Background: an optimization exercise with open tools, aiming at small area, a short achievable clock period and few clock cycles. Do not read the settings as production practice.
RTL that was checked went through simulation tests only; none was proved equivalent to the original.
For run 4, only the layout was checked, not whether the RTL still works.

--- flow/run.sh ---
#!/bin/bash
# synth_recipe.tcl (not shown) runs the flow's synth.tcl, then flattens the netlist and writes it again
# the make line also repeats each setting of config.mk as NAME=value (left out here)
make -C /OpenROAD-flow-scripts/flow DESIGN_CONFIG=/design/flow/config.mk WORK_HOME=/design/flow/orfs CLKGATE_MAP_FILE= SYNTH_SCRIPT=/design/flow/synth_recipe.tcl finish
--- flow/config.mk ---
export PLATFORM = sky130hd
export DESIGN_NAME = SP_wocg
export DESIGN_NICKNAME = SP_wocg
export VERILOG_FILES = /design/flow/design.v
export SDC_FILE = /design/flow/constraint.sdc
export NUM_CORES = 4
export LEC_CHECK = 0
export ABC_AREA = 1
export ABC_CLOCK_PERIOD_IN_PS = 3500
export CAP_MARGIN = 20
export CORE_MARGIN = 2
export CORE_UTILIZATION = 40
export CTS_BUF_LIST = sky130_fd_sc_hd__clkbuf_8
export SETUP_SLACK_MARGIN = 4.0
export SLEW_MARGIN = 20
export SYNTH_MEMORY_MAX_BITS = 16384
export TNS_END_PERCENT = 5
--- flow/constraint.sdc ---
create_clock -name core_clock -period 8.0 [get_ports {clk}]
set_input_delay 1.6000 -clock core_clock [delete_from_list [all_inputs] [get_ports {clk}]]
set_output_delay 1.6000 -clock core_clock [all_outputs]
set_load 0.01 [all_outputs]
--- flow/design.v ---
module SP_wocg(
	clk,
	rst_n,
	in_valid,
	in_data,
	in_mode,
	out_valid,
	out_data
);
input clk, rst_n, in_valid;
input [2:0] in_mode;
input [8:0] in_data;
output reg out_valid;
output reg [8:0] out_data;
integer k;
function [8:0] qadd;     
	input [8:0] x, y;
	reg [9:0] s, s2;
	begin
		s  = {2'b0, x[7:0]} + {2'b0, y[7:0]};
		s2 = {2'b0, x[7:0]} + {2'b0, y[7:0]} + 10'd258;   
		if (s2[9]) qadd = {~(x[8] ^ y[8]), s2[7:0]};
		else       qadd = {x[8] ^ y[8], s[7:0]};
	end
endfunction
function [8:0] qsub;     
	input [8:0] x, y;
	reg [8:0] d, d2;
	begin
		d  = {1'b0, x[7:0]} - {1'b0, y[7:0]};
		d2 = {1'b0, x[7:0]} - {1'b0, y[7:0]} + 9'd254;
		if (d[8]) qsub = {~(x[8] ^ y[8]), d2[7:0]};
		else      qsub = {x[8] ^ y[8], d[7:0]};
	end
endfunction
function [8:0] maddq;    
	input [8:0] x, y;
	input       n;
	reg [9:0] s, s1;
	begin
		s  = {1'b0, x} + {1'b0, y ^ {9{n}}} + {9'd0, n};    
		s1 = s + (n ? 10'd509 : 10'd3);                     
		maddq = (n ? ~s[9] : s1[9]) ? s1[8:0] : s[8:0];
	end
endfunction
function [8:0] madd;     
	input [8:0] x, y;
	reg [9:0] s, s1;
	begin
		s  = {1'b0, x} + {1'b0, y};
		s1 = {1'b0, x} + {1'b0, y} + 10'd3;      
		madd = s1[9] ? s1[8:0] : s[8:0];
	end
endfunction
reg [4:0] cnt;           
reg [2:0] mode;
wire start = (cnt == 5'd0) && in_valid;
reg [4:0] os;            
always @(*) begin
	case ({mode[2], mode[1]})
		2'b00: os = 5'd6;
		2'b10: os = 5'd9;
		2'b01: os = 5'd9;
		default: os = 5'd15;
	endcase
end
wire last = (cnt == os + 5'd5);
wire [4:0] cnt_n = start ? 5'd1 : (cnt == 5'd0 || last) ? 5'd0 : cnt + 5'd1;
always @(posedge clk or negedge rst_n) begin
	if (!rst_n) cnt <= 5'd0;
	else        cnt <= cnt_n;
end
always @(posedge clk) if (start) mode <= in_mode;
reg ph_nl;       
reg first;       
reg ph_b;        
reg ph_k;        
reg ph_c;        
reg ph_s;        
reg ins;         
reg ph_o;        
always @(posedge clk or negedge rst_n) begin
	if (!rst_n) begin
		ph_nl <= 1'b0; ph_b <= 1'b0; ph_k <= 1'b0;
		ph_c <= 1'b0; ph_s <= 1'b0; ins <= 1'b0;
		ph_o <= 1'b0; first <= 1'b0;
	end else begin
		ph_nl <= start || ((cnt >= 5'd1) && (cnt <= 5'd5));
		first <= start;
		ph_b  <= (cnt >= 5'd1) && (cnt <= 5'd6);
		ph_k  <= mode[1] && (cnt >= 5'd6) && (cnt <= 5'd11);
		ph_c  <= mode[1] && (cnt >= 5'd7) && (cnt <= 5'd12);
		ph_s  <= !mode[1] && (cnt >= 5'd2) && (cnt <= 5'd7);
		ins   <= mode[2] && (mode[1] ? (cnt >= 5'd8) && (cnt <= 5'd13)
		                             : (cnt >= 5'd2) && (cnt <= 5'd7));
		ph_o  <= (cnt != 5'd0) && !last && (cnt + 5'd1 >= os);
	end
end
reg  [8:0] nlog_r;
reg        ahi_r;        
wire       in_hi = in_data[8];
wire [7:0] in_f = in_hi ? ~in_data[7:0] - 8'd2 : in_data[7:0];    
reg  [8:0] nlog_t;
always @(posedge clk) begin
	nlog_r <= nlog_t;
	ahi_r  <= in_hi;
end
always @(*) begin
	case (in_f)
      8'd0: nlog_t = 9'd0;
      8'd1: nlog_t = 9'd0;
      8'd2: nlog_t = 9'd123;
      8'd3: nlog_t = 9'd91;
      8'd4: nlog_t = 9'd246;
      8'd5: nlog_t = 9'd404;
      8'd6: nlog_t = 9'd214;
      8'd7: nlog_t = 9'd105;
      8'd8: nlog_t = 9'd371;
      8'd9: nlog_t = 9'd182;
      8'd10: nlog_t = 9'd17;
      8'd11: nlog_t = 9'd408;
      8'd12: nlog_t = 9'd339;
      8'd13: nlog_t = 9'd143;
      8'd14: nlog_t = 9'd228;
      8'd15: nlog_t = 9'd495;
      8'd16: nlog_t = 9'd494;
      8'd17: nlog_t = 9'd402;
      8'd18: nlog_t = 9'd307;
      8'd19: nlog_t = 9'd483;
      8'd20: nlog_t = 9'd140;
      8'd21: nlog_t = 9'd196;
      8'd22: nlog_t = 9'd21;
      8'd23: nlog_t = 9'd326;
      8'd24: nlog_t = 9'd462;
      8'd25: nlog_t = 9'd298;
      8'd26: nlog_t = 9'd268;
      8'd27: nlog_t = 9'd275;
      8'd28: nlog_t = 9'd353;
      8'd29: nlog_t = 9'd348;
      8'd30: nlog_t = 9'd108;
      8'd31: nlog_t = 9'd415;
      8'd32: nlog_t = 9'd107;
      8'd33: nlog_t = 9'd499;
      8'd34: nlog_t = 9'd15;
      8'd35: nlog_t = 9'd509;
      8'd36: nlog_t = 9'd430;
      8'd37: nlog_t = 9'd464;
      8'd38: nlog_t = 9'd96;
      8'd39: nlog_t = 9'd234;
      8'd40: nlog_t = 9'd265;
      8'd41: nlog_t = 9'd319;
      8'd42: nlog_t = 9'd321;
      8'd43: nlog_t = 9'd278;
      8'd44: nlog_t = 9'd144;
      8'd45: nlog_t = 9'd76;
      8'd46: nlog_t = 9'd449;
      8'd47: nlog_t = 9'd473;
      8'd48: nlog_t = 9'd75;
      8'd49: nlog_t = 9'd210;
      8'd50: nlog_t = 9'd421;
      8'd51: nlog_t = 9'd493;
      8'd52: nlog_t = 9'd391;
      8'd53: nlog_t = 9'd179;
      8'd54: nlog_t = 9'd398;
      8'd55: nlog_t = 9'd302;
      8'd56: nlog_t = 9'd476;
      8'd57: nlog_t = 9'd64;
      8'd58: nlog_t = 9'd471;
      8'd59: nlog_t = 9'd349;
      8'd60: nlog_t = 9'd231;
      8'd61: nlog_t = 9'd81;
      8'd62: nlog_t = 9'd28;
      8'd63: nlog_t = 9'd289;
      8'd64: nlog_t = 9'd230;
      8'd65: nlog_t = 9'd37;
      8'd66: nlog_t = 9'd112;
      8'd67: nlog_t = 9'd414;
      8'd68: nlog_t = 9'd138;
      8'd69: nlog_t = 9'd417;
      8'd70: nlog_t = 9'd122;
      8'd71: nlog_t = 9'd488;
      8'd72: nlog_t = 9'd43;
      8'd73: nlog_t = 9'd18;
      8'd74: nlog_t = 9'd77;
      8'd75: nlog_t = 9'd389;
      8'd76: nlog_t = 9'd219;
      8'd77: nlog_t = 9'd3;
      8'd78: nlog_t = 9'd359;
      8'd79: nlog_t = 9'd39;
      8'd80: nlog_t = 9'd388;
      8'd81: nlog_t = 9'd366;
      8'd82: nlog_t = 9'd442;
      8'd83: nlog_t = 9'd448;
      8'd84: nlog_t = 9'd444;
      8'd85: nlog_t = 9'd296;
      8'd86: nlog_t = 9'd401;
      8'd87: nlog_t = 9'd439;
      8'd88: nlog_t = 9'd269;
      8'd89: nlog_t = 9'd82;
      8'd90: nlog_t = 9'd199;
      8'd91: nlog_t = 9'd248;
      8'd92: nlog_t = 9'd62;
      8'd93: nlog_t = 9'd506;
      8'd94: nlog_t = 9'd86;
      8'd95: nlog_t = 9'd377;
      8'd96: nlog_t = 9'd198;
      8'd97: nlog_t = 9'd314;
      8'd98: nlog_t = 9'd335;
      8'd99: nlog_t = 9'd80;
      8'd100: nlog_t = 9'd34;
      8'd101: nlog_t = 9'd98;
      8'd102: nlog_t = 9'd106;
      8'd103: nlog_t = 9'd322;
      8'd104: nlog_t = 9'd4;
      8'd105: nlog_t = 9'd90;
      8'd106: nlog_t = 9'd304;
      8'd107: nlog_t = 9'd374;
      8'd108: nlog_t = 9'd11;
      8'd109: nlog_t = 9'd26;
      8'd110: nlog_t = 9'd425;
      8'd111: nlog_t = 9'd45;
      8'd112: nlog_t = 9'd89;
      8'd113: nlog_t = 9'd72;
      8'd114: nlog_t = 9'd187;
      8'd115: nlog_t = 9'd218;
      8'd116: nlog_t = 9'd84;
      8'd117: nlog_t = 9'd327;
      8'd118: nlog_t = 9'd472;
      8'd119: nlog_t = 9'd507;
      8'd120: nlog_t = 9'd356;
      8'd121: nlog_t = 9'd306;
      8'd122: nlog_t = 9'd204;
      8'd123: nlog_t = 9'd410;
      8'd124: nlog_t = 9'd151;
      8'd125: nlog_t = 9'd190;
      8'd126: nlog_t = 9'd412;
      8'd127: nlog_t = 9'd8;
      8'd128: nlog_t = 9'd355;
      8'd129: nlog_t = 9'd369;
      8'd130: nlog_t = 9'd160;
      8'd131: nlog_t = 9'd247;
      8'd132: nlog_t = 9'd235;
      8'd133: nlog_t = 9'd78;
      8'd134: nlog_t = 9'd27;
      8'd135: nlog_t = 9'd167;
      8'd136: nlog_t = 9'd263;
      8'd137: nlog_t = 9'd498;
      8'd138: nlog_t = 9'd30;
      8'd139: nlog_t = 9'd225;
      8'd140: nlog_t = 9'd245;
      8'd141: nlog_t = 9'd54;
      8'd142: nlog_t = 9'd101;
      8'd143: nlog_t = 9'd41;
      8'd144: nlog_t = 9'd166;
      8'd145: nlog_t = 9'd240;
      8'd146: nlog_t = 9'd141;
      8'd147: nlog_t = 9'd303;
      8'd148: nlog_t = 9'd200;
      8'd149: nlog_t = 9'd191;
      8'd150: nlog_t = 9'd2;
      8'd151: nlog_t = 9'd129;
      8'd152: nlog_t = 9'd344;
      8'd153: nlog_t = 9'd74;
      8'd154: nlog_t = 9'd126;
      8'd155: nlog_t = 9'd309;
      8'd156: nlog_t = 9'd482;
      8'd157: nlog_t = 9'd261;
      8'd158: nlog_t = 9'd162;
      8'd159: nlog_t = 9'd272;
      8'd160: nlog_t = 9'd1;
      8'd161: nlog_t = 9'd431;
      8'd162: nlog_t = 9'd489;
      8'd163: nlog_t = 9'd305;
      8'd164: nlog_t = 9'd55;
      8'd165: nlog_t = 9'd393;
      8'd166: nlog_t = 9'd61;
      8'd167: nlog_t = 9'd24;
      8'd168: nlog_t = 9'd57;
      8'd169: nlog_t = 9'd288;
      8'd170: nlog_t = 9'd419;
      8'd171: nlog_t = 9'd155;
      8'd172: nlog_t = 9'd14;
      8'd173: nlog_t = 9'd436;
      8'd174: nlog_t = 9'd52;
      8'd175: nlog_t = 9'd403;
      8'd176: nlog_t = 9'd392;
      8'd177: nlog_t = 9'd440;
      8'd178: nlog_t = 9'd205;
      8'd179: nlog_t = 9'd262;
      8'd180: nlog_t = 9'd324;
      8'd181: nlog_t = 9'd434;
      8'd182: nlog_t = 9'd373;
      8'd183: nlog_t = 9'd172;
      8'd184: nlog_t = 9'd185;
      8'd185: nlog_t = 9'd358;
      8'd186: nlog_t = 9'd119;
      8'd187: nlog_t = 9'd300;
      8'd188: nlog_t = 9'd209;
      8'd189: nlog_t = 9'd380;
      8'd190: nlog_t = 9'd500;
      8'd191: nlog_t = 9'd139;
      8'd192: nlog_t = 9'd323;
      8'd193: nlog_t = 9'd31;
      8'd194: nlog_t = 9'd437;
      8'd195: nlog_t = 9'd128;
      8'd196: nlog_t = 9'd458;
      8'd197: nlog_t = 9'd351;
      8'd198: nlog_t = 9'd203;
      8'd199: nlog_t = 9'd176;
      8'd200: nlog_t = 9'd157;
      8'd201: nlog_t = 9'd505;
      8'd202: nlog_t = 9'd221;
      8'd203: nlog_t = 9'd453;
      8'd204: nlog_t = 9'd229;
      8'd205: nlog_t = 9'd211;
      8'd206: nlog_t = 9'd445;
      8'd207: nlog_t = 9'd508;
      8'd208: nlog_t = 9'd127;
      8'd209: nlog_t = 9'd381;
      8'd210: nlog_t = 9'd213;
      8'd211: nlog_t = 9'd60;
      8'd212: nlog_t = 9'd427;
      8'd213: nlog_t = 9'd69;
      8'd214: nlog_t = 9'd497;
      8'd215: nlog_t = 9'd170;
      8'd216: nlog_t = 9'd134;
      8'd217: nlog_t = 9'd10;
      8'd218: nlog_t = 9'd149;
      8'd219: nlog_t = 9'd109;
      8'd220: nlog_t = 9'd38;
      8'd221: nlog_t = 9'd35;
      8'd222: nlog_t = 9'd168;
      8'd223: nlog_t = 9'd420;
      8'd224: nlog_t = 9'd212;
      8'd225: nlog_t = 9'd480;
      8'd226: nlog_t = 9'd195;
      8'd227: nlog_t = 9'd433;
      8'd228: nlog_t = 9'd312;
      8'd229: nlog_t = 9'd114;
      8'd230: nlog_t = 9'd343;
      8'd231: nlog_t = 9'd94;
      8'd232: nlog_t = 9'd207;
      8'd233: nlog_t = 9'd409;
      8'd234: nlog_t = 9'd450;
      8'd235: nlog_t = 9'd367;
      8'd236: nlog_t = 9'd85;
      8'd237: nlog_t = 9'd130;
      8'd238: nlog_t = 9'd120;
      8'd239: nlog_t = 9'd36;
      8'd240: nlog_t = 9'd479;
      8'd241: nlog_t = 9'd406;
      8'd242: nlog_t = 9'd429;
      8'd243: nlog_t = 9'd457;
      8'd244: nlog_t = 9'd329;
      8'd245: nlog_t = 9'd104;
      8'd246: nlog_t = 9'd23;
      8'd247: nlog_t = 9'd116;
      8'd248: nlog_t = 9'd276;
      8'd249: nlog_t = 9'd29;
      8'd250: nlog_t = 9'd315;
      8'd251: nlog_t = 9'd236;
      8'd252: nlog_t = 9'd25;
      8'd253: nlog_t = 9'd222;
      8'd254: nlog_t = 9'd131;
      8'd255: nlog_t = 9'd387;
	endcase
end
wire [8:0] nl_a = {nlog_r[8] ^ ahi_r, nlog_r[7:0]};
wire [8:0] e_in;         
reg  [8:0] ns;
reg  [8:0] t_r;          
reg        tq_r;         
reg  [8:0] exp_t;
always @(*) begin
	case (e_in[7:0])
      8'd0: exp_t = 9'd1;
      8'd1: exp_t = 9'd35;
      8'd2: exp_t = 9'd207;
      8'd3: exp_t = 9'd119;
      8'd4: exp_t = 9'd93;
      8'd5: exp_t = 9'd201;
      8'd6: exp_t = 9'd418;
      8'd7: exp_t = 9'd378;
      8'd8: exp_t = 9'd505;
      8'd9: exp_t = 9'd369;
      8'd10: exp_t = 9'd190;
      8'd11: exp_t = 9'd33;
      8'd12: exp_t = 9'd137;
      8'd13: exp_t = 9'd214;
      8'd14: exp_t = 9'd364;
      8'd15: exp_t = 9'd15;
      8'd16: exp_t = 9'd16;
      8'd17: exp_t = 9'd51;
      8'd18: exp_t = 9'd258;
      8'd19: exp_t = 9'd377;
      8'd20: exp_t = 9'd470;
      8'd21: exp_t = 9'd162;
      8'd22: exp_t = 9'd71;
      8'd23: exp_t = 9'd449;
      8'd24: exp_t = 9'd445;
      8'd25: exp_t = 9'd305;
      8'd26: exp_t = 9'd495;
      8'd27: exp_t = 9'd19;
      8'd28: exp_t = 9'd156;
      8'd29: exp_t = 9'd370;
      8'd30: exp_t = 9'd225;
      8'd31: exp_t = 9'd240;
      8'd32: exp_t = 9'd256;
      8'd33: exp_t = 9'd307;
      8'd34: exp_t = 9'd56;
      8'd35: exp_t = 9'd433;
      8'd36: exp_t = 9'd394;
      8'd37: exp_t = 9'd47;
      8'd38: exp_t = 9'd118;
      8'd39: exp_t = 9'd58;
      8'd40: exp_t = 9'd503;
      8'd41: exp_t = 9'd299;
      8'd42: exp_t = 9'd285;
      8'd43: exp_t = 9'd304;
      8'd44: exp_t = 9'd460;
      8'd45: exp_t = 9'd321;
      8'd46: exp_t = 9'd37;
      8'd47: exp_t = 9'd277;
      8'd48: exp_t = 9'd24;
      8'd49: exp_t = 9'd331;
      8'd50: exp_t = 9'd387;
      8'd51: exp_t = 9'd311;
      8'd52: exp_t = 9'd196;
      8'd53: exp_t = 9'd243;
      8'd54: exp_t = 9'd361;
      8'd55: exp_t = 9'd419;
      8'd56: exp_t = 9'd413;
      8'd57: exp_t = 9'd203;
      8'd58: exp_t = 9'd488;
      8'd59: exp_t = 9'd283;
      8'd60: exp_t = 9'd234;
      8'd61: exp_t = 9'd46;
      8'd62: exp_t = 9'd83;
      8'd63: exp_t = 9'd360;
      8'd64: exp_t = 9'd384;
      8'd65: exp_t = 9'd206;
      8'd66: exp_t = 9'd84;
      8'd67: exp_t = 9'd395;
      8'd68: exp_t = 9'd82;
      8'd69: exp_t = 9'd325;
      8'd70: exp_t = 9'd177;
      8'd71: exp_t = 9'd87;
      8'd72: exp_t = 9'd500;
      8'd73: exp_t = 9'd194;
      8'd74: exp_t = 9'd173;
      8'd75: exp_t = 9'd456;
      8'd76: exp_t = 9'd181;
      8'd77: exp_t = 9'd227;
      8'd78: exp_t = 9'd310;
      8'd79: exp_t = 9'd161;
      8'd80: exp_t = 9'd36;
      8'd81: exp_t = 9'd242;
      8'd82: exp_t = 9'd326;
      8'd83: exp_t = 9'd212;
      8'd84: exp_t = 9'd294;
      8'd85: exp_t = 9'd110;
      8'd86: exp_t = 9'd287;
      8'd87: exp_t = 9'd374;
      8'd88: exp_t = 9'd365;
      8'd89: exp_t = 9'd50;
      8'd90: exp_t = 9'd223;
      8'd91: exp_t = 9'd170;
      8'd92: exp_t = 9'd351;
      8'd93: exp_t = 9'd69;
      8'd94: exp_t = 9'd379;
      8'd95: exp_t = 9'd31;
      8'd96: exp_t = 9'd67;
      8'd97: exp_t = 9'd309;
      8'd98: exp_t = 9'd126;
      8'd99: exp_t = 9'd338;
      8'd100: exp_t = 9'd123;
      8'd101: exp_t = 9'd233;
      8'd102: exp_t = 9'd11;
      8'd103: exp_t = 9'd385;
      8'd104: exp_t = 9'd241;
      8'd105: exp_t = 9'd291;
      8'd106: exp_t = 9'd5;
      8'd107: exp_t = 9'd175;
      8'd108: exp_t = 9'd17;
      8'd109: exp_t = 9'd86;
      8'd110: exp_t = 9'd465;
      8'd111: exp_t = 9'd496;
      8'd112: exp_t = 9'd54;
      8'd113: exp_t = 9'd363;
      8'd114: exp_t = 9'd489;
      8'd115: exp_t = 9'd318;
      8'd116: exp_t = 9'd441;
      8'd117: exp_t = 9'd165;
      8'd118: exp_t = 9'd176;
      8'd119: exp_t = 9'd52;
      8'd120: exp_t = 9'd293;
      8'd121: exp_t = 9'd75;
      8'd122: exp_t = 9'd80;
      8'd123: exp_t = 9'd255;
      8'd124: exp_t = 9'd272;
      8'd125: exp_t = 9'd358;
      8'd126: exp_t = 9'd314;
      8'd127: exp_t = 9'd301;
      8'd128: exp_t = 9'd355;
      8'd129: exp_t = 9'd209;
      8'd130: exp_t = 9'd189;
      8'd131: exp_t = 9'd507;
      8'd132: exp_t = 9'd439;
      8'd133: exp_t = 9'd95;
      8'd134: exp_t = 9'd271;
      8'd135: exp_t = 9'd323;
      8'd136: exp_t = 9'd107;
      8'd137: exp_t = 9'd182;
      8'd138: exp_t = 9'd262;
      8'd139: exp_t = 9'd8;
      8'd140: exp_t = 9'd280;
      8'd141: exp_t = 9'd129;
      8'd142: exp_t = 9'd443;
      8'd143: exp_t = 9'd235;
      8'd144: exp_t = 9'd81;
      8'd145: exp_t = 9'd290;
      8'd146: exp_t = 9'd479;
      8'd147: exp_t = 9'd477;
      8'd148: exp_t = 9'd407;
      8'd149: exp_t = 9'd502;
      8'd150: exp_t = 9'd264;
      8'd151: exp_t = 9'd78;
      8'd152: exp_t = 9'd185;
      8'd153: exp_t = 9'd367;
      8'd154: exp_t = 9'd120;
      8'd155: exp_t = 9'd128;
      8'd156: exp_t = 9'd408;
      8'd157: exp_t = 9'd28;
      8'd158: exp_t = 9'd471;
      8'd159: exp_t = 9'd197;
      8'd160: exp_t = 9'd278;
      8'd161: exp_t = 9'd59;
      8'd162: exp_t = 9'd29;
      8'd163: exp_t = 9'd506;
      8'd164: exp_t = 9'd404;
      8'd165: exp_t = 9'd397;
      8'd166: exp_t = 9'd152;
      8'd167: exp_t = 9'd230;
      8'd168: exp_t = 9'd415;
      8'd169: exp_t = 9'd273;
      8'd170: exp_t = 9'd393;
      8'd171: exp_t = 9'd12;
      8'd172: exp_t = 9'd420;
      8'd173: exp_t = 9'd448;
      8'd174: exp_t = 9'd410;
      8'd175: exp_t = 9'd98;
      8'd176: exp_t = 9'd376;
      8'd177: exp_t = 9'd435;
      8'd178: exp_t = 9'd464;
      8'd179: exp_t = 9'd461;
      8'd180: exp_t = 9'd356;
      8'd181: exp_t = 9'd244;
      8'd182: exp_t = 9'd396;
      8'd183: exp_t = 9'd117;
      8'd184: exp_t = 9'd23;
      8'd185: exp_t = 9'd296;
      8'd186: exp_t = 9'd180;
      8'd187: exp_t = 9'd192;
      8'd188: exp_t = 9'd103;
      8'd189: exp_t = 9'd42;
      8'd190: exp_t = 9'd452;
      8'd191: exp_t = 9'd41;
      8'd192: exp_t = 9'd417;
      8'd193: exp_t = 9'd343;
      8'd194: exp_t = 9'd298;
      8'd195: exp_t = 9'd250;
      8'd196: exp_t = 9'd97;
      8'd197: exp_t = 9'd341;
      8'd198: exp_t = 9'd228;
      8'd199: exp_t = 9'd345;
      8'd200: exp_t = 9'd368;
      8'd201: exp_t = 9'd155;
      8'd202: exp_t = 9'd335;
      8'd203: exp_t = 9'd18;
      8'd204: exp_t = 9'd121;
      8'd205: exp_t = 9'd163;
      8'd206: exp_t = 9'd106;
      8'd207: exp_t = 9'd147;
      8'd208: exp_t = 9'd55;
      8'd209: exp_t = 9'd398;
      8'd210: exp_t = 9'd187;
      8'd211: exp_t = 9'd437;
      8'd212: exp_t = 9'd25;
      8'd213: exp_t = 9'd366;
      8'd214: exp_t = 9'd85;
      8'd215: exp_t = 9'd430;
      8'd216: exp_t = 9'd289;
      8'd217: exp_t = 9'd444;
      8'd218: exp_t = 9'd270;
      8'd219: exp_t = 9'd288;
      8'd220: exp_t = 9'd409;
      8'd221: exp_t = 9'd63;
      8'd222: exp_t = 9'd169;
      8'd223: exp_t = 9'd316;
      8'd224: exp_t = 9'd371;
      8'd225: exp_t = 9'd260;
      8'd226: exp_t = 9'd447;
      8'd227: exp_t = 9'd375;
      8'd228: exp_t = 9'd400;
      8'd229: exp_t = 9'd257;
      8'd230: exp_t = 9'd342;
      8'd231: exp_t = 9'd263;
      8'd232: exp_t = 9'd43;
      8'd233: exp_t = 9'd487;
      8'd234: exp_t = 9'd248;
      8'd235: exp_t = 9'd27;
      8'd236: exp_t = 9'd436;
      8'd237: exp_t = 9'd499;
      8'd238: exp_t = 9'd159;
      8'd239: exp_t = 9'd475;
      8'd240: exp_t = 9'd337;
      8'd241: exp_t = 9'd88;
      8'd242: exp_t = 9'd26;
      8'd243: exp_t = 9'd401;
      8'd244: exp_t = 9'd292;
      8'd245: exp_t = 9'd40;
      8'd246: exp_t = 9'd382;
      8'd247: exp_t = 9'd136;
      8'd248: exp_t = 9'd179;
      8'd249: exp_t = 9'd157;
      8'd250: exp_t = 9'd405;
      8'd251: exp_t = 9'd432;
      8'd252: exp_t = 9'd359;
      8'd253: exp_t = 9'd349;
      8'd254: exp_t = 9'd0;
      8'd255: exp_t = 9'd0;
	endcase
end
always @(posedge clk) begin
	t_r  <= exp_t;
	tq_r <= e_in[8];
end
wire [8:0] v_r = tq_r ? 9'd509 - t_r : t_r;
reg [8:0] rs [0:5];      
reg [8:0] rc [0:5];      
reg       rv [0:5];      
wire [8:0] k_x = mode[0] ? ns : rc[0];
wire [8:0] k_y = mode[0] ? rc[0] : ns;
assign e_in = ph_k ? qsub(k_x, k_y) : nl_a;
always @(posedge clk) if (ph_nl) ns <= first ? nl_a : qadd(ns, nl_a);
wire [8:0] bval = mode[0] ? v_r : rs[1];
wire [8:0] s_y = (mode[0] | ph_c) ? t_r : rs[1];
wire       s_n = (mode[0] | ph_c) & tq_r;
reg  [5:0] gt;           
always @(*) begin
	for (k = 0; k < 6; k = k + 1)
		gt[k] = (k == 2) || (rv[k] && (rc[2] < rc[k]));
end
always @(posedge clk) begin
	for (k = 0; k < 6; k = k + 1) begin
		rs[(k+1)%6] <= rs[k];
		if (ins && gt[k]) rc[(k+1)%6] <= gt[(k+1)%6] ? rc[(k+1)%6] : rc[2];
		else              rc[(k+1)%6] <= rc[k];
		rv[(k+1)%6] <= rv[k] & ~start;
	end
	if (in_valid) rs[0] <= in_data;
	if (ph_nl) rc[1] <= nl_a;
	if (ph_b || ph_c) begin
		rs[2] <= maddq(rs[1], s_y, s_n);
		rc[2] <= ph_c ? v_r : mode[1] ? rc[1] : bval;
	end
	if (ph_s) rs[3] <= madd(rs[2], rc[2]);
	if (ins) rv[3] <= 1'b1;
end
wire       o_2 = mode[2] | mode[1];
wire [8:0] e_val = madd(o_2 ? rs[2] : rs[5], o_2 ? rc[2] : rc[5]);
always @(posedge clk or negedge rst_n) begin
	if (!rst_n) begin
		out_valid <= 1'b0;
		out_data  <= 9'd0;
	end else begin
		out_valid <= ph_o;
		out_data  <= ph_o ? e_val : 9'd0;
	end
end
endmodule
==> run_results.csv, run 1 <==
group,metric,value,unit
logic_synthesis,synth_common_cells,"708 x nand2_1, 428 x nand3_1, 280 x inv_1, 205 x o21ai_0, 169 x nor2_1",
sta,slew_violations,0,
logic_synthesis,synth_top_area_share,0.154,
logic_synthesis,synthMuxAreaShare,0.00131,
cts,path_clk_slew,0.12,ns
worst_setup_path,cp_common_cell,"inv_1",
detailed_routing,wire_per_inst,22.5,um
hold_path,hold_start,"rs[0][7]",
logic_synthesis,netlist_area,17300,sq um
worst_setup_path,slowest_stage,"clkdlybuf4s50_1",
sta,hold_viol_final,0,
logic_synthesis,ys_seq_elements,169,
detailed_routing,vias,19316,
final_layout,postLayoutCoreUtil,0.448,
floorplan,io_pins,25,
logic_synthesis,ys_top_cells_by_area,"nand2_1 15%, nand3_1 12%, edfxtp_1 11%",
final_layout,fillerInstances,4530,
detailed_routing,ant_nets,0,
hold_path,holdPathStages,0,
global_route,grt_pass1_vias,18042,
final_layout,nNetsFinal,2823,
hold_path,holdPathEnd,"rs[1][7]",
worst_setup_path,cp.arrival,4.43,ns
sta,fin_crit_sh,0.501,
worst_setup_path,slowest_delay,0.46,ns
floorplan,initial_core_util,0.403,
detailed_routing,met1Wirelength,29700,um
logic_synthesis,synth_most_common_cell,"nand2_1",
floorplan,core_area,42800,sq um
sta,fin_setup_tns,0,ns
detailed_routing,highest_layer,"met4",
placed_design,portBuffers,24,
logic_synthesis,synth_compound_area_frac,0.159,
worst_setup_path,path_class,"in -> reg",
global_route,track_usage,0.318,
cts,clk_root_buffer_cell,"clkbuf_8",
detailed_routing,drc_errors,0,
logic_synthesis,synth-simple-area-share,0.362,
worst_setup_path,rr_endpoint,"t_r[8]",
floorplan,fp.dieW,212,um
logic_synthesis,yosysTopAreaCell,"nand2_1",
logic_synthesis,synthAdderAreaFrac,0.101,
worst_setup_path,reg2regPathDepth,24,
logic_synthesis,syn_avg_cell_area,6.45,sq um
cts,cts_tree,"yes",
sta,period_minus_slack,4.01,ns
logic_synthesis,synth.distinct_cells,61,
floorplan,dieArea,44800,sq um
sta,fmax,0.250,GHz
logic_synthesis,yosys_warnings,4,
worst_setup_path,path_cells,"clkdlybuf4s50_1 > or2_2 > nand2_1 > inv_2 > ha_1 > inv_1 > nor2_1 > inv_1 > nand2_1 > inv_1 > o21ai_0 > nand3_1 > nand3_1 > a32o_1",
placed_design,gp_congestion,1.05,
logic_synthesis,syn_inst,2674,
worst_setup_path,cp.buffers_inverters,5,
detailed_routing,drtIter0Drc,2447,
cts,cts_hold_buf,0,
final_layout,drive_gt1_frac,0.0984,
sta,tightest_slew,1.11,ns
global_route,gr-total-overflow,0,
sta,setup_viol,0,
floorplan,die_y,212,um
worst_setup_path,reg2reg_from,"mode[0]",
detailed_routing,drt_first_pass_iters,6,
global_route,grt_max_degree,78,
logic_synthesis,synth_top_family_by_area,"simple AND/OR/NAND/NOR gates",
worst_setup_path,start_kind,"input port",
logic_synthesis,synth_edf_count,66,
worst_setup_path,crit_family,"buffers and inverters",
worst_setup_path,endpoint_kind,"flop",
sta,slew_headroom,0.261,
cts,clk_path_buf_depth,2,
logic_synthesis,ys_dominant_reg_cell,"dfxtp_1",
cts,clock-sinks,169,
floorplan,rows,76,
global_route,antenna_found_initial,2,
run_status,outcome,"no timing/DRC/antenna violations",
worst_setup_path,crit_required,8.43,ns
detailed_routing,routed_wl,72600,um
detailed_routing,viasPerCell,5.98,
cts,cts_buffers,17,
sta,rsz0062_at_grt,"yes",
sta,skew,0.0323,ns
job,maxCapViolCount,0,
logic_synthesis,synthXorXnorAreaFrac,0.0343,
global_route,grt_pass1_wl,108000,um
cts,htreeDepth,4,
detailed_routing,wl_met2,33700,um
placed_design,place_hpwl,52700,um
logic_synthesis,synth_nets,2826,
detailed_routing,wl_met3,5660,um
hold_path,hold_class,"reg -> reg",
logic_synthesis,async_flop_share,0.136,
worst_setup_path,r2r_slack,4.08,ns
final_layout,area_growth,11.2,%
worst_setup_path,crit_fanout,7,
cts,clkLatencyLatePin,0.52,ns
logic_synthesis,ys_seq_area_frac,0.241,
-- metal layers --
layer,up-vias,GRT usage
li1,9040,-
met1,9058,0.408
met2,1013,0.530
met3,205,0.0433
met4,0,0.145
met5,-,0
-- how the worst max path moves through the flow --
stage	startpoint	endpoint	slack, ns	cells past startpoint
final	in_data[0]	nlog_r[1]	3.99	14
after global routing	mode[0]	rs[2][4]	3.85	26
after CTS	mode[0]	t_r[5]	3.91	20
after detailed placement	in_data[1]	nlog_r[2]	2.32	16
after global placement	in_data[1]	nlog_r[5]	2.18	14
after floorplan	mode[1]	out_data[4]	4.06	20
-- placed cells by master, fill, tap and decap left out, types with 20 or more instances in the layout --
master and count:
xor2_1 36, dfxtp_1 79, inv_1 275, a31oi_1 21
nand4_1 26, nor2_2 24, o21ai_0 187, nand2_2 25
buf_4 50, ha_1 128, edfxtp_1 66, clkdlybuf4s50_1 20
dfrtp_1 22, nand3_1 417, a21oi_1 96, nand2_1 693
nor3_1 34, xnor2_1 21, o211ai_1 34, nor2_1 143
-- layout make-up --
cell class | count | area (sq um) | area share
flip-flops and latches | 169 | 4160 | 0.217
clock inverters | 15 | 178 | 0.00926
multi-input cells | 2092 | 11900 | 0.620
repair inverters | 1 | 5.00 | 0.000261
clock buffers | 17 | 234 | 0.0122
inverters | 302 | 1180 | 0.0618
well taps | 546 | 683 | 0.0356
diodes | 1 | 2.50 | 0.000130
repair buffers | 88 | 832 | 0.0434
-- flip-flops by register name, indices dropped and copies added, names as in the netlist, 3 cells and up --
name      cells
rv            6
out_data      9
ns            9
t_r           9
cnt           5
mode          3
rc           54
nlog_r        9
rs           54
-- per-stage QoR --
stage / hold WS [ns] / worst slack [ns] / instances / instance area (sq um)
5_1_grt: 0.327 / 3.85 / 3230 / 19200
3_5_place_dp: 0.312 / 2.32 / 3152 / 17800
2_1_floorplan: 0.310 / 4.06 / 2674 / 17300
3_3_place_gp: 0.311 / 2.18 / 3152 / 17800
4_1_cts: 0.322 / 3.91 / 3194 / 18500
6_report: 0.324 / 3.99 / 3231 / 19200
-- kinds of logic (layout without fill, tap and decap cells) --
kind of cell | Yosys count | count (layout)
fa+ha+maj | 137 | 137
simple gates | 1420 | 1423
xor+xnor | 65 | 66
mux | 2 | 2
flops | 169 | 169
other cells | 0 | 1
compound gates | 464 | 464
buf+inv | 417 | 423
-- what timing repair did --
action                                  in CTS  in global routing
pin swaps                                    2                 23
endpoints found under the setup margin      36                 36
gates resized for setup                     65                118
cloned                                       2                  3
buffers inserted                             8                 33
hold endpoints to repair                     0                  0
Testbench counts, summed over its fixed seeds: cycles 6,421.
==> inputs of run 2 (changes only) <==
--- a/flow/config.mk
+++ b/flow/config.mk
@@ -11,6 +11,7 @@
 export CORE_MARGIN = 2
 export CORE_UTILIZATION = 40
 export CTS_BUF_LIST = sky130_fd_sc_hd__clkbuf_8
+export CTS_CLUSTER_SIZE = 10
 export SETUP_SLACK_MARGIN = 4.0
 export SLEW_MARGIN = 20
 export SYNTH_MEMORY_MAX_BITS = 16384
==> run_results.csv, run 2 <==
group,metric,value,unit
run_status,outcome,"no timing/DRC/antenna violations",
cts,htreeDepth,4,
worst_setup_path,reg2reg_from,"mode[0]",
detailed_routing,drtIter0Drc,2447,
logic_synthesis,synth_common_cells,"708 x nand2_1, 428 x nand3_1, 280 x inv_1, 205 x o21ai_0, 169 x nor2_1",
global_route,antenna_found_initial,2,
global_route,grt_pass1_wl,108000,um
logic_synthesis,async_flop_share,0.136,
sta,tightest_slew,1.11,ns
sta,rsz0062_at_grt,"yes",
logic_synthesis,synth_most_common_cell,"nand2_1",
logic_synthesis,syn_avg_cell_area,6.45,sq um
detailed_routing,drt_first_pass_iters,6,
floorplan,die_y,212,um
placed_design,portBuffers,24,
global_route,grt_pass1_vias,18042,
logic_synthesis,synth_nets,2826,
detailed_routing,ant_nets,0,
global_route,grt_max_degree,78,
cts,cts_buffers,17,
sta,fin_crit_sh,0.501,
final_layout,fillerInstances,4530,
worst_setup_path,start_kind,"input port",
hold_path,holdPathStages,0,
floorplan,io_pins,25,
logic_synthesis,ys_seq_area_frac,0.241,
floorplan,rows,76,
cts,path_clk_slew,0.12,ns
sta,period_minus_slack,4.01,ns
hold_path,holdPathEnd,"rs[1][7]",
worst_setup_path,crit_required,8.43,ns
sta,setup_viol,0,
logic_synthesis,synth_edf_count,66,
final_layout,drive_gt1_frac,0.0984,
global_route,track_usage,0.318,
final_layout,final_cell_mix,"693 x nand2_1, 417 x nand3_1, 275 x inv_1",
detailed_routing,viasPerCell,5.98,
cts,clk_root_buffer_cell,"clkbuf_8",
worst_setup_path,rr_endpoint,"t_r[8]",
worst_setup_path,path_cells,"clkdlybuf4s50_1 > or2_2 > nand2_1 > inv_2 > ha_1 > inv_1 > nor2_1 > inv_1 > nand2_1 > inv_1 > o21ai_0 > nand3_1 > nand3_1 > a32o_1",
worst_setup_path,path_class,"in -> reg",
detailed_routing,wire_per_inst,22.5,um
floorplan,core_area,42800,sq um
logic_synthesis,synth_top_area_share,0.154,
logic_synthesis,yosys_warnings,4,
worst_setup_path,r2r_slack,4.08,ns
final_layout,postLayoutCoreUtil,0.448,
sta,hold_viol_final,0,
worst_setup_path,cp.arrival,4.43,ns
worst_setup_path,slowest_delay,0.46,ns
logic_synthesis,syn_inst,2674,
sta,slew_violations,0,
worst_setup_path,cp_common_cell,"inv_1",
placed_design,gp_congestion,1.05,
logic_synthesis,synth.distinct_cells,61,
detailed_routing,vias,19316,
detailed_routing,routed_wl,72600,um
floorplan,dieArea,44800,sq um
floorplan,initial_core_util,0.403,
logic_synthesis,ys_top_cells_by_area,"nand2_1 15%, nand3_1 12%, edfxtp_1 11%",
worst_setup_path,crit_fanout,7,
sta,skew,0.0323,ns
detailed_routing,drc_errors,0,
final_layout,top_regs,"rc x54, rs x54",
worst_setup_path,endpoint_kind,"flop",
logic_synthesis,netlist_area,17300,sq um
cts,clock-sinks,169,
worst_setup_path,slowest_stage,"clkdlybuf4s50_1",
sta,fin_setup_tns,0,ns
cts,cts_hold_buf,0,
final_layout,nNetsFinal,2823,
cts,cts_tree,"yes",
job,maxCapViolCount,0,
final_layout,area_growth,11.2,%
sta,slew_headroom,0.261,
hold_path,hold_class,"reg -> reg",
worst_setup_path,reg2regPathDepth,24,
placed_design,place_hpwl,52700,um
logic_synthesis,ys_dominant_reg_cell,"dfxtp_1",
floorplan,fp.dieW,212,um
cts,clkLatencyLatePin,0.52,ns
hold_path,hold_start,"rs[0][7]",
cts,clk_path_buf_depth,2,
sta,fmax,0.250,GHz
logic_synthesis,yosysTopAreaCell,"nand2_1",
global_route,gr-total-overflow,0,
logic_synthesis,ys_seq_elements,169,
final_layout,layout_commonest_cell,"nand2_1",
==> run 2: worst max-delay path, delay by kind of cell <==
family          cells  cell delay [ns]
buf+inv             5             1.21
simple gates        6             0.95
fa+ha+maj           1             0.23
compound gates      2             0.42
==> run 2: worst max path at each step <==
stage,slack [ns],to,from,cells past startpoint
finish,3.99,nlog_r[1],in_data[0],14
CTS,3.91,t_r[5],mode[0],20
global route,3.85,rs[2][4],mode[0],26
floorplan,4.06,out_data[4],mode[1],20
detailed placement,2.32,nlog_r[2],in_data[1],16
global placement,2.18,nlog_r[5],in_data[1],14
==> run 2: final cells by class <==
class / instances / area [sq um] / area share
timing repair buffer: 88 / 832 / 0.0434
inverter: 302 / 1180 / 0.0618
tap: 546 / 683 / 0.0356
antenna: 1 / 2.50 / 0.000130
multi-input combinational: 2092 / 11900 / 0.620
clock inverter: 15 / 178 / 0.00926
timing repair inverter: 1 / 5.00 / 0.000261
sequential: 169 / 4160 / 0.217
clock buffer: 17 / 234 / 0.0122
==> run 2: per-layer routing <==
metal	vias up	GRT usage	wire length, um
met1	9058	0.408	29700
met4	0	0.145	3510
li1	9040	-	-
met5	-	0	0
met3	205	0.0433	5660
met2	1013	0.530	33700
==> run 2: timing repair <==
action,CTS,global route
resized for setup,65,118
gates cloned,2,3
buffers inserted,8,33
setup endpoints to repair,36,36
pin swaps,2,23
==> run 2: through the flow <==
stage | hold slack (ns) | instance area (sq um) | worst slack (ns) | cells
after floorplan | 0.310 | 17300 | 4.06 | 2674
after global placement | 0.311 | 17800 | 2.18 | 3152
after detailed placement | 0.312 | 17800 | 2.32 | 3152
after CTS | 0.322 | 18500 | 3.91 | 3194
after global routing | 0.327 | 19200 | 3.85 | 3230
final | 0.324 | 19200 | 3.99 | 3231
==> run 2: logic make-up after synthesis <==
logic type | share of synthesized area
xor gates and xnor gates | 0.0343
and+or+nand+nor | 0.362
muxes | 0.00131
adders and majority gates | 0.101
AOI/OAI and AO/OA | 0.159
buffers and inverters | 0.102
DFF | 0.241
==> inputs of run 3 (changes only) <==
--- a/flow/config.mk
+++ b/flow/config.mk
@@ -10,8 +10,6 @@
 export CAP_MARGIN = 20
 export CORE_MARGIN = 2
 export CORE_UTILIZATION = 40
-export CTS_BUF_LIST = sky130_fd_sc_hd__clkbuf_8
-export CTS_CLUSTER_SIZE = 10
 export SETUP_SLACK_MARGIN = 4.0
 export SLEW_MARGIN = 20
 export SYNTH_MEMORY_MAX_BITS = 16384
==> run_results.csv, run 3 <==
group,metric,value,unit
placed_design,postPlaceCellArea,17800,sq um
global_route,antenna_found_initial,1,
logic_synthesis,synth_common_cells,"708 x nand2_1, 428 x nand3_1, 280 x inv_1, 205 x o21ai_0, 169 x nor2_1",
global_route,track_usage,0.318,
worst_setup_path,start_kind,"input port",
hold_path,hold_start,"rs[0][7]",
logic_synthesis,ys_seq_elements,169,
floorplan,initial_core_util,0.403,
worst_setup_path,crit_path_start,"in_data[0]",
worst_setup_path,reg2regPathDepth,12,
cts,cts_buffers,17,
cts,clkLatencyLatePin,0.46,ns
cts,clock-sinks,169,
worst_setup_path,endpoint_kind,"flop",
sta,slew_violations,0,
detailed_routing,wire_per_inst,22.4,um
detailed_routing,viasPerCell,5.99,
global_route,grt_pass1_wl,108000,um
worst_setup_path,cp.arrival,4.37,ns
floorplan,io_pins,25,
sta,fin_crit_sh,0.502,
logic_synthesis,async_flop_share,0.136,
placed_design,place_hpwl,52700,um
logic_synthesis,ys_top_cells_by_area,"nand2_1 15%, nand3_1 12%, edfxtp_1 11%",
final_layout,layout_commonest_cell,"nand2_1",
detailed_routing,routed_wl,72400,um
cts,cts_tree,"yes",
logic_synthesis,synth_edf_count,66,
global_route,grt_pass1_vias,18094,
logic_synthesis,ys_seq_area_frac,0.241,
worst_setup_path,path_class,"in -> reg",
final_layout,top_regs,"rc x54, rs x54",
sta,fin_setup_tns,0,ns
sta,period_minus_slack,4.01,ns
hold_path,holdPathStages,0,
hold_path,holdPathEnd,"rs[1][7]",
cts,path_clk_slew,0.08,ns
final_layout,postLayoutCoreUtil,0.452,
sta,fin_ws,3.99,ns
sta,hold_slack,0.322,ns
detailed_routing,ant_nets,0,
cts,htreeDepth,4,
sta,skew,0.0178,ns
detailed_routing,drc_errors,0,
floorplan,core_area,42800,sq um
logic_synthesis,ys_dominant_reg_cell,"dfxtp_1",
final_layout,antenna_cells,0,
logic_synthesis,yosys_warnings,4,
final_layout,final_cell_mix,"693 x nand2_1, 417 x nand3_1, 275 x inv_1",
worst_setup_path,reg2reg_from,"ph_k",
logic_synthesis,syn_avg_cell_area,6.45,sq um
job,maxCapViolCount,0,
detailed_routing,drtIter0Drc,2207,
final_layout,nNetsFinal,2817,
worst_setup_path,rr_endpoint,"t_r[3]",
logic_synthesis,synth_most_common_cell,"nand2_1",
worst_setup_path,r2r_slack,4.11,ns
placed_design,place_ws,2.32,ns
detailed_routing,drt_first_pass_iters,7,
final_layout,final_cells,3224,
sta,fmax,0.249,GHz
global_route,gr-total-overflow,0,
sta,setup_viol,0,
logic_synthesis,netlist_area,17300,sq um
run_status,outcome,"no timing/DRC/antenna violations",
detailed_routing,vias,19315,
final_layout,drive_gt1_frac,0.0963,
logic_synthesis,synth_top_area_share,0.154,
final_layout,fillerInstances,4507,
floorplan,die_y,212,um
logic_synthesis,synth_nets,2826,
floorplan,fp.dieW,212,um
sta,rsz0062_at_grt,"yes",
logic_synthesis,synth.distinct_cells,61,
logic_synthesis,yosysTopAreaCell,"nand2_1",
logic_synthesis,syn_inst,2674,
floorplan,dieArea,44800,sq um
placed_design,dpl.cell_count,3152,
cts,clk_root_buffer_cell,"clkbuf_16",
final_layout,area_growth,12.1,%
floorplan,rows,76,
placed_design,portBuffers,24,
sta,slew_headroom,0.289,
worst_setup_path,crit_fanout,7,
hold_path,hold_class,"reg -> reg",
sta,tightest_slew,1.07,ns
final_layout,stdcell_area,19300,sq um
worst_setup_path,crit_required,8.36,ns
sta,hold_viol_final,0,
placed_design,gp_congestion,1.05,
global_route,grt_max_degree,78,
cts,clk_path_buf_depth,2,
==> run 3: changes by cell type in the layout (fill, tap and decap cells not counted), moves of 2 or more <==
cell	delta
inv_4	+2
buf_4	-8
clkbuf_2	-2
nor2_1	-2
buf_8	-2
buf_6	+4
buf_12	+2
o21ai_1	+2
clkbuf_16	+17
clkbuf_8	-17
==> run 3: worst max path at each step <==
stage	endpoint	slack [ns]	depth (start not counted)
floorplan	out_data[4]	4.06	20
global placement	nlog_r[5]	2.18	14
detailed placement	nlog_r[2]	2.32	16
CTS	out_data[4]	3.94	19
global route	rs[2][4]	3.88	26
finish	nlog_r[1]	3.99	14
==> run 3: cell type report <==
class | count | area (sq um) | share of cell area
multi-input cells | 2091 | 11900 | 0.615
flip-flops and latches | 169 | 4160 | 0.215
inverters | 302 | 1180 | 0.0612
repair buffers | 83 | 807 | 0.0417
well taps | 546 | 683 | 0.0353
clock buffers | 17 | 425 | 0.0220
clock inverters | 15 | 178 | 0.00919
repair inverters | 1 | 5.00 | 0.000259
==> run 3: per-layer routing <==
layer  wire length (um)  vias up  GRT usage
met3               5750      220     0.0405
met4               3620        0      0.151
met1              29500     9049      0.409
met2              33500     1008      0.529
met5                  0        -          0
li1                   -     9038          -
==> run 3: what timing repair did <==
action	CTS	global route
endpoints found under the setup margin	36	36
gates resized for setup	74	108
hold buffers	0	0
gates cloned	2	2
pin swaps	4	21
setup buffers	9	27
==> run 3: worst max-delay path: stages <==
cell,delay [ns]
clkdlybuf4s50_1,0.46
or2_2,0.30
nand2_1,0.13
inv_2,0.12
ha_2,0.28
inv_2,0.14
nor2_4,0.08
inv_1,0.09
nor2_1,0.07
inv_2,0.20
o21ai_0,0.13
o221ai_1,0.24
nand3_1,0.20
a32o_1,0.32
==> run 3: kinds of logic after synthesis <==
logic type,after synthesis,synth area share
adder cells (fa/ha/maj),137,0.101
buffers and inverters,417,0.102
flip-flops,169,0.241
XOR/XNOR,65,0.0343
AND/OR/NAND/NOR,1420,0.362
multiplexers,2,0.00131
AO/OA/AOI/OAI,464,0.159
==> inputs of run 4 (changes only) <==
--- a/flow/design.v
+++ b/flow/design.v
@@ -13,6 +13,7 @@
 output reg out_valid;
 output reg [8:0] out_data;
 integer k;
+wire [8:0] e_in;         
 function [8:0] qadd;     
 	input [8:0] x, y;
 	reg [9:0] s, s2;
@@ -38,8 +39,8 @@
 	input       n;
 	reg [9:0] s, s1;
 	begin
-		s  = {1'b0, x} + {1'b0, y ^ {9{n}}} + {9'd0, n};    
-		s1 = s + (n ? 10'd509 : 10'd3);                     
+		s  = {1'b0, x} + {1'b0, y ^ {9{n}}} + {9'd0, n};             
+		s1 = {1'b0, x} + {1'b0, y ^ {9{n}}} + (n ? 10'd510 : 10'd3);  
 		maddq = (n ? ~s[9] : s1[9]) ? s1[8:0] : s[8:0];
 	end
 endfunction
@@ -78,12 +79,14 @@
 reg ph_c;        
 reg ph_s;        
 reg ins;         
+reg s2_t;        
+reg s2_n;        
 reg ph_o;        
 always @(posedge clk or negedge rst_n) begin
 	if (!rst_n) begin
 		ph_nl <= 1'b0; ph_b <= 1'b0; ph_k <= 1'b0;
 		ph_c <= 1'b0; ph_s <= 1'b0; ins <= 1'b0;
-		ph_o <= 1'b0; first <= 1'b0;
+		ph_o <= 1'b0; first <= 1'b0; s2_t <= 1'b0; s2_n <= 1'b0;
 	end else begin
 		ph_nl <= start || ((cnt >= 5'd1) && (cnt <= 5'd5));
 		first <= start;
@@ -94,12 +97,24 @@
 		ins   <= mode[2] && (mode[1] ? (cnt >= 5'd8) && (cnt <= 5'd13)
 		                             : (cnt >= 5'd2) && (cnt <= 5'd7));
 		ph_o  <= (cnt != 5'd0) && !last && (cnt + 5'd1 >= os);
+		s2_t  <= mode[0] || (mode[1] && (cnt >= 5'd7) && (cnt <= 5'd12));
+		s2_n  <= (mode[0] || (mode[1] && (cnt >= 5'd7) && (cnt <= 5'd12))) && e_in[8];
 	end
 end
 reg  [8:0] nlog_r;
 reg        ahi_r;        
 wire       in_hi = in_data[8];
-wire [7:0] in_f = in_hi ? ~in_data[7:0] - 8'd2 : in_data[7:0];    
+reg  [7:0] in_f;
+reg        in_all1;
+always @(*) begin
+	in_f[0] = in_data[0] ^ in_hi;
+	in_f[1] = in_data[1];
+	in_all1 = in_data[1];
+	for (k = 2; k < 8; k = k + 1) begin
+		in_f[k] = in_data[k] ^ (in_hi & ~in_all1);
+		in_all1 = in_all1 & in_data[k];
+	end
+end
 reg  [8:0] nlog_t;
 always @(posedge clk) begin
 	nlog_r <= nlog_t;
@@ -366,7 +381,6 @@
 	endcase
 end
 wire [8:0] nl_a = {nlog_r[8] ^ ahi_r, nlog_r[7:0]};
-wire [8:0] e_in;         
 reg  [8:0] ns;
 reg  [8:0] t_r;          
 reg        tq_r;         
@@ -644,8 +658,8 @@
 assign e_in = ph_k ? qsub(k_x, k_y) : nl_a;
 always @(posedge clk) if (ph_nl) ns <= first ? nl_a : qadd(ns, nl_a);
 wire [8:0] bval = mode[0] ? v_r : rs[1];
-wire [8:0] s_y = (mode[0] | ph_c) ? t_r : rs[1];
-wire       s_n = (mode[0] | ph_c) & tq_r;
+wire [8:0] s_y = s2_t ? t_r : rs[1];
+wire       s_n = s2_n;
 reg  [5:0] gt;           
 always @(*) begin
 	for (k = 0; k < 6; k = k + 1)
==> run_results.csv, run 4 <==
group,metric,value,unit
detailed_routing,wl_met2,31400,um
worst_setup_path,reg2reg_from,"s2_t",
logic_synthesis,ys_seq_elements,171,
final_layout,final_cell_mix,"630 x nand2_1, 420 x nand3_1, 278 x inv_1",
logic_synthesis,async_flop_share,0.146,
worst_setup_path,cp.buffers_inverters,2,
floorplan,rows,75,
sta,hold_slack,0.326,ns
cts,cts_tree,"yes",
logic_synthesis,netlist_area,17200,sq um
detailed_routing,ant_nets,0,
floorplan,dieArea,44700,sq um
final_layout,stdcell_area,19400,sq um
logic_synthesis,ys_dominant_reg_cell,"dfxtp_1",
detailed_routing,routed_wl,70300,um
detailed_routing,viasPerCell,6.02,
worst_setup_path,worstSetupEndpoint,"nlog_r[4]",
worst_setup_path,r2r_slack,4.13,ns
global_route,gr-total-overflow,0,
floorplan,io_pins,25,
worst_setup_path,cp_common_cell,"nand2_1",
logic_synthesis,ys_top_cells_by_area,"nand2_1 14%, nand3_1 12%, edfxtp_1 12%",
logic_synthesis,synth_edf_count,66,
logic_synthesis,ys_seq_area_frac,0.245,
job,maxCapViolCount,0,
worst_setup_path,crit_path_start,"in_data[2]",
worst_setup_path,path_class,"in -> reg",
final_layout,top_regs,"rc x54, rs x54",
sta,fin_setup_tns,0,ns
global_route,grt_pass1_wl,106000,um
worst_setup_path,crit_family,"simple AND/OR/NAND/NOR gates",
sta,fin_crit_sh,0.507,
worst_setup_path,endpoint_kind,"flop",
worst_setup_path,cp.depth,13,
worst_setup_path,rr_endpoint,"rs[2][2]",
sta,setup_viol,0,
run_status,outcome,"no timing/DRC/antenna violations",
detailed_routing,vias,19297,
floorplan,core_area,42200,sq um
cts,clk_path_buf_depth,2,
detailed_routing,drt_first_pass_iters,9,
hold_path,hold_class,"reg -> reg",
sta,slew_headroom,0.332,
detailed_routing,wire_per_inst,21.9,um
final_layout,nNetsFinal,2809,
worst_setup_path,slowest_delay,0.55,ns
sta,fmax,0.247,GHz
worst_setup_path,crit_fanout,40,
worst_setup_path,start_kind,"input port",
logic_synthesis,syn_inst,2656,
detailed_routing,met1Wirelength,28600,um
logic_synthesis,yosysTopAreaCell,"nand2_1",
detailed_routing,drtIter0Drc,2788,
worst_setup_path,slowest_stage,"clkdlybuf4s50_1",
placed_design,portBuffers,24,
logic_synthesis,synth_top_area_share,0.142,
logic_synthesis,synth_nets,2813,
global_route,track_usage,0.308,
placed_design,gp_congestion,1.07,
sta,slew_violations,0,
detailed_routing,highest_layer,"met5",
global_route,grt_pass1_vias,17813,
sta,tightest_slew,0.999,ns
worst_setup_path,reg2regPathDepth,27,
final_layout,layout_commonest_cell,"nand2_1",
logic_synthesis,synth_common_cells,"650 x nand2_1, 429 x nand3_1, 293 x inv_1, 188 x o21ai_0, 177 x nor2_1",
worst_setup_path,path_cells,"clkdlybuf4s50_1 > nand2_2 > nand2_1 > nand2_1 > nand2_8 > buf_6 > nor2_1 > nor3_1 > a21oi_1 > o211ai_1 > nand3_1 > nand3_1 > nand2_1",
logic_synthesis,synth_most_common_cell,"nand2_1",
sta,skew,0.0319,ns
final_layout,area_growth,12.6,%
placed_design,place_hpwl,51000,um
detailed_routing,wl_met3,6580,um
global_route,antenna_found_initial,1,
global_route,grt_max_degree,75,
cts,cts_buffers,17,
logic_synthesis,syn_avg_cell_area,6.47,sq um
cts,clk_root_buffer_cell,"clkbuf_16",
logic_synthesis,yosys_warnings,4,
final_layout,drive_gt1_frac,0.100,
final_layout,antenna_cells,0,
cts,clkLatencyLatePin,0.48,ns
floorplan,initial_core_util,0.407,
cts,htreeDepth,4,
worst_setup_path,cp.arrival,4.40,ns
detailed_routing,drc_errors,0,
floorplan,fp.dieW,211,um
placed_design,postPlaceCellArea,17700,sq um
cts,path_clk_slew,0.07,ns
sta,period_minus_slack,4.05,ns
worst_setup_path,crit_required,8.34,ns
sta,rsz0062_at_grt,"yes",
floorplan,die_y,211,um
logic_synthesis,synth.distinct_cells,64,
sta,hold_viol_final,0,
cts,clock-sinks,171,
-- run 4: layout make-up --
type                            count  area, sq um
Fill cell                        4414        22900
Multi-Input combinational cell   2057        11800
Sequential cell                   171         4210
Inverter                          305         1190
Timing Repair Buffer               98          935
Tap cell                          539          674
Clock buffer                       20          468
Clock inverter                     12         87.6
Timing Repair inverter              2         15.0
-- run 4: what timing repair did --
| item | in CTS | in global routing |
|---|---|---|
| hold buffers | 0 | 0 |
| gates resized for setup | 60 | 137 |
| pin swaps | 5 | 24 |
| cloned | 2 | 3 |
| endpoints found under the setup margin | 36 | 36 |
| buffers inserted | 12 | 34 |
| endpoints found under the hold margin | 0 | 0 |
-- run 4: cell families (layout without fill, tap and decap cells) --
logic type | count (synthesis) | after routing | share of synthesized area
and+or+nand+nor | 1351 | 1353 | 0.340
AOI/OAI and AO/OA | 484 | 484 | 0.166
buffers and inverters | 430 | 437 | 0.103
DFF | 171 | 171 | 0.245
adders and majority gates | 142 | 142 | 0.106
xor gates and xnor gates | 76 | 76 | 0.0396
muxes | 2 | 2 | 0.00124
-- run 4: worst min-delay path by stage --
| stage | from | end | slack (ns) | cells past startpoint |
|---|---|---|---|---|
| 6_report | rs[0][4] | rs[1][4] | 0.33 | 0 |
| 5_1_grt | rs[0][0] | rs[1][0] | 0.33 | 0 |
| 4_1_cts | rs[0][2] | rs[1][2] | 0.33 | 0 |
| 3_5_place_dp | rs[0][0] | rs[1][0] | 0.31 | 0 |
| 3_3_place_gp | rs[3][5] | rs[4][5] | 0.31 | 0 |
| 2_1_floorplan | rs[0][0] | rs[1][0] | 0.31 | 0 |
-- run 4: through the flow --
step                setup slack (ns)  utilization  std cells
global placement                2.16        0.420       3121
global route                    3.86        0.459       3204
CTS                             3.95        0.440       3167
detailed placement              2.31        0.420       3121
finish                          3.95        0.459       3204
floorplan                       4.02            -       2656
-- run 4: routing by layer --
metal,up-vias,GRT usage
li1,8993,-
met1,8921,0.405
met2,1121,0.495
met3,260,0.0478
met4,2,0.150
met5,-,0

[separate check: timing with driven ports]
How much do the figures lean on ideal ports? The routed layouts below were timed once more, with nothing changed but the port constraints.
Step 1 assumes that a clkbuf_16 drives the clock port and a buf_2 every other input.
Step 2 times the ports against the registers' clock, not the clock port: input delays grow and output delays shrink by t, the midpoint of the rising clock arrivals with the driver on.
a / b / c = no drivers / after step 1 / after step 2; a / b = the first two.
| run | t (ns) | slack for setup (ns) | worst setup path after step 2 | clock arrival spread, ns | cell pins on the clock port's net |
|---|---|---|---|---|---|
| run 1 | 0.559 | 3.993 / 4.024 / 3.464 | input to register | 0.032 / 0.033 | 1 |
| run 2 | 0.559 | 3.993 / 4.024 / 3.464 | input to register | 0.032 / 0.033 | 1 |
| run 3 | 0.505 | 3.987 / 4.017 / 3.512 | input to register | 0.021 / 0.020 | 1 |
| run 4 | 0.508 | 3.945 / 3.967 / 3.459 | input to register | 0.032 / 0.032 | 1 |
After both steps setup and hold are still met in every run listed.
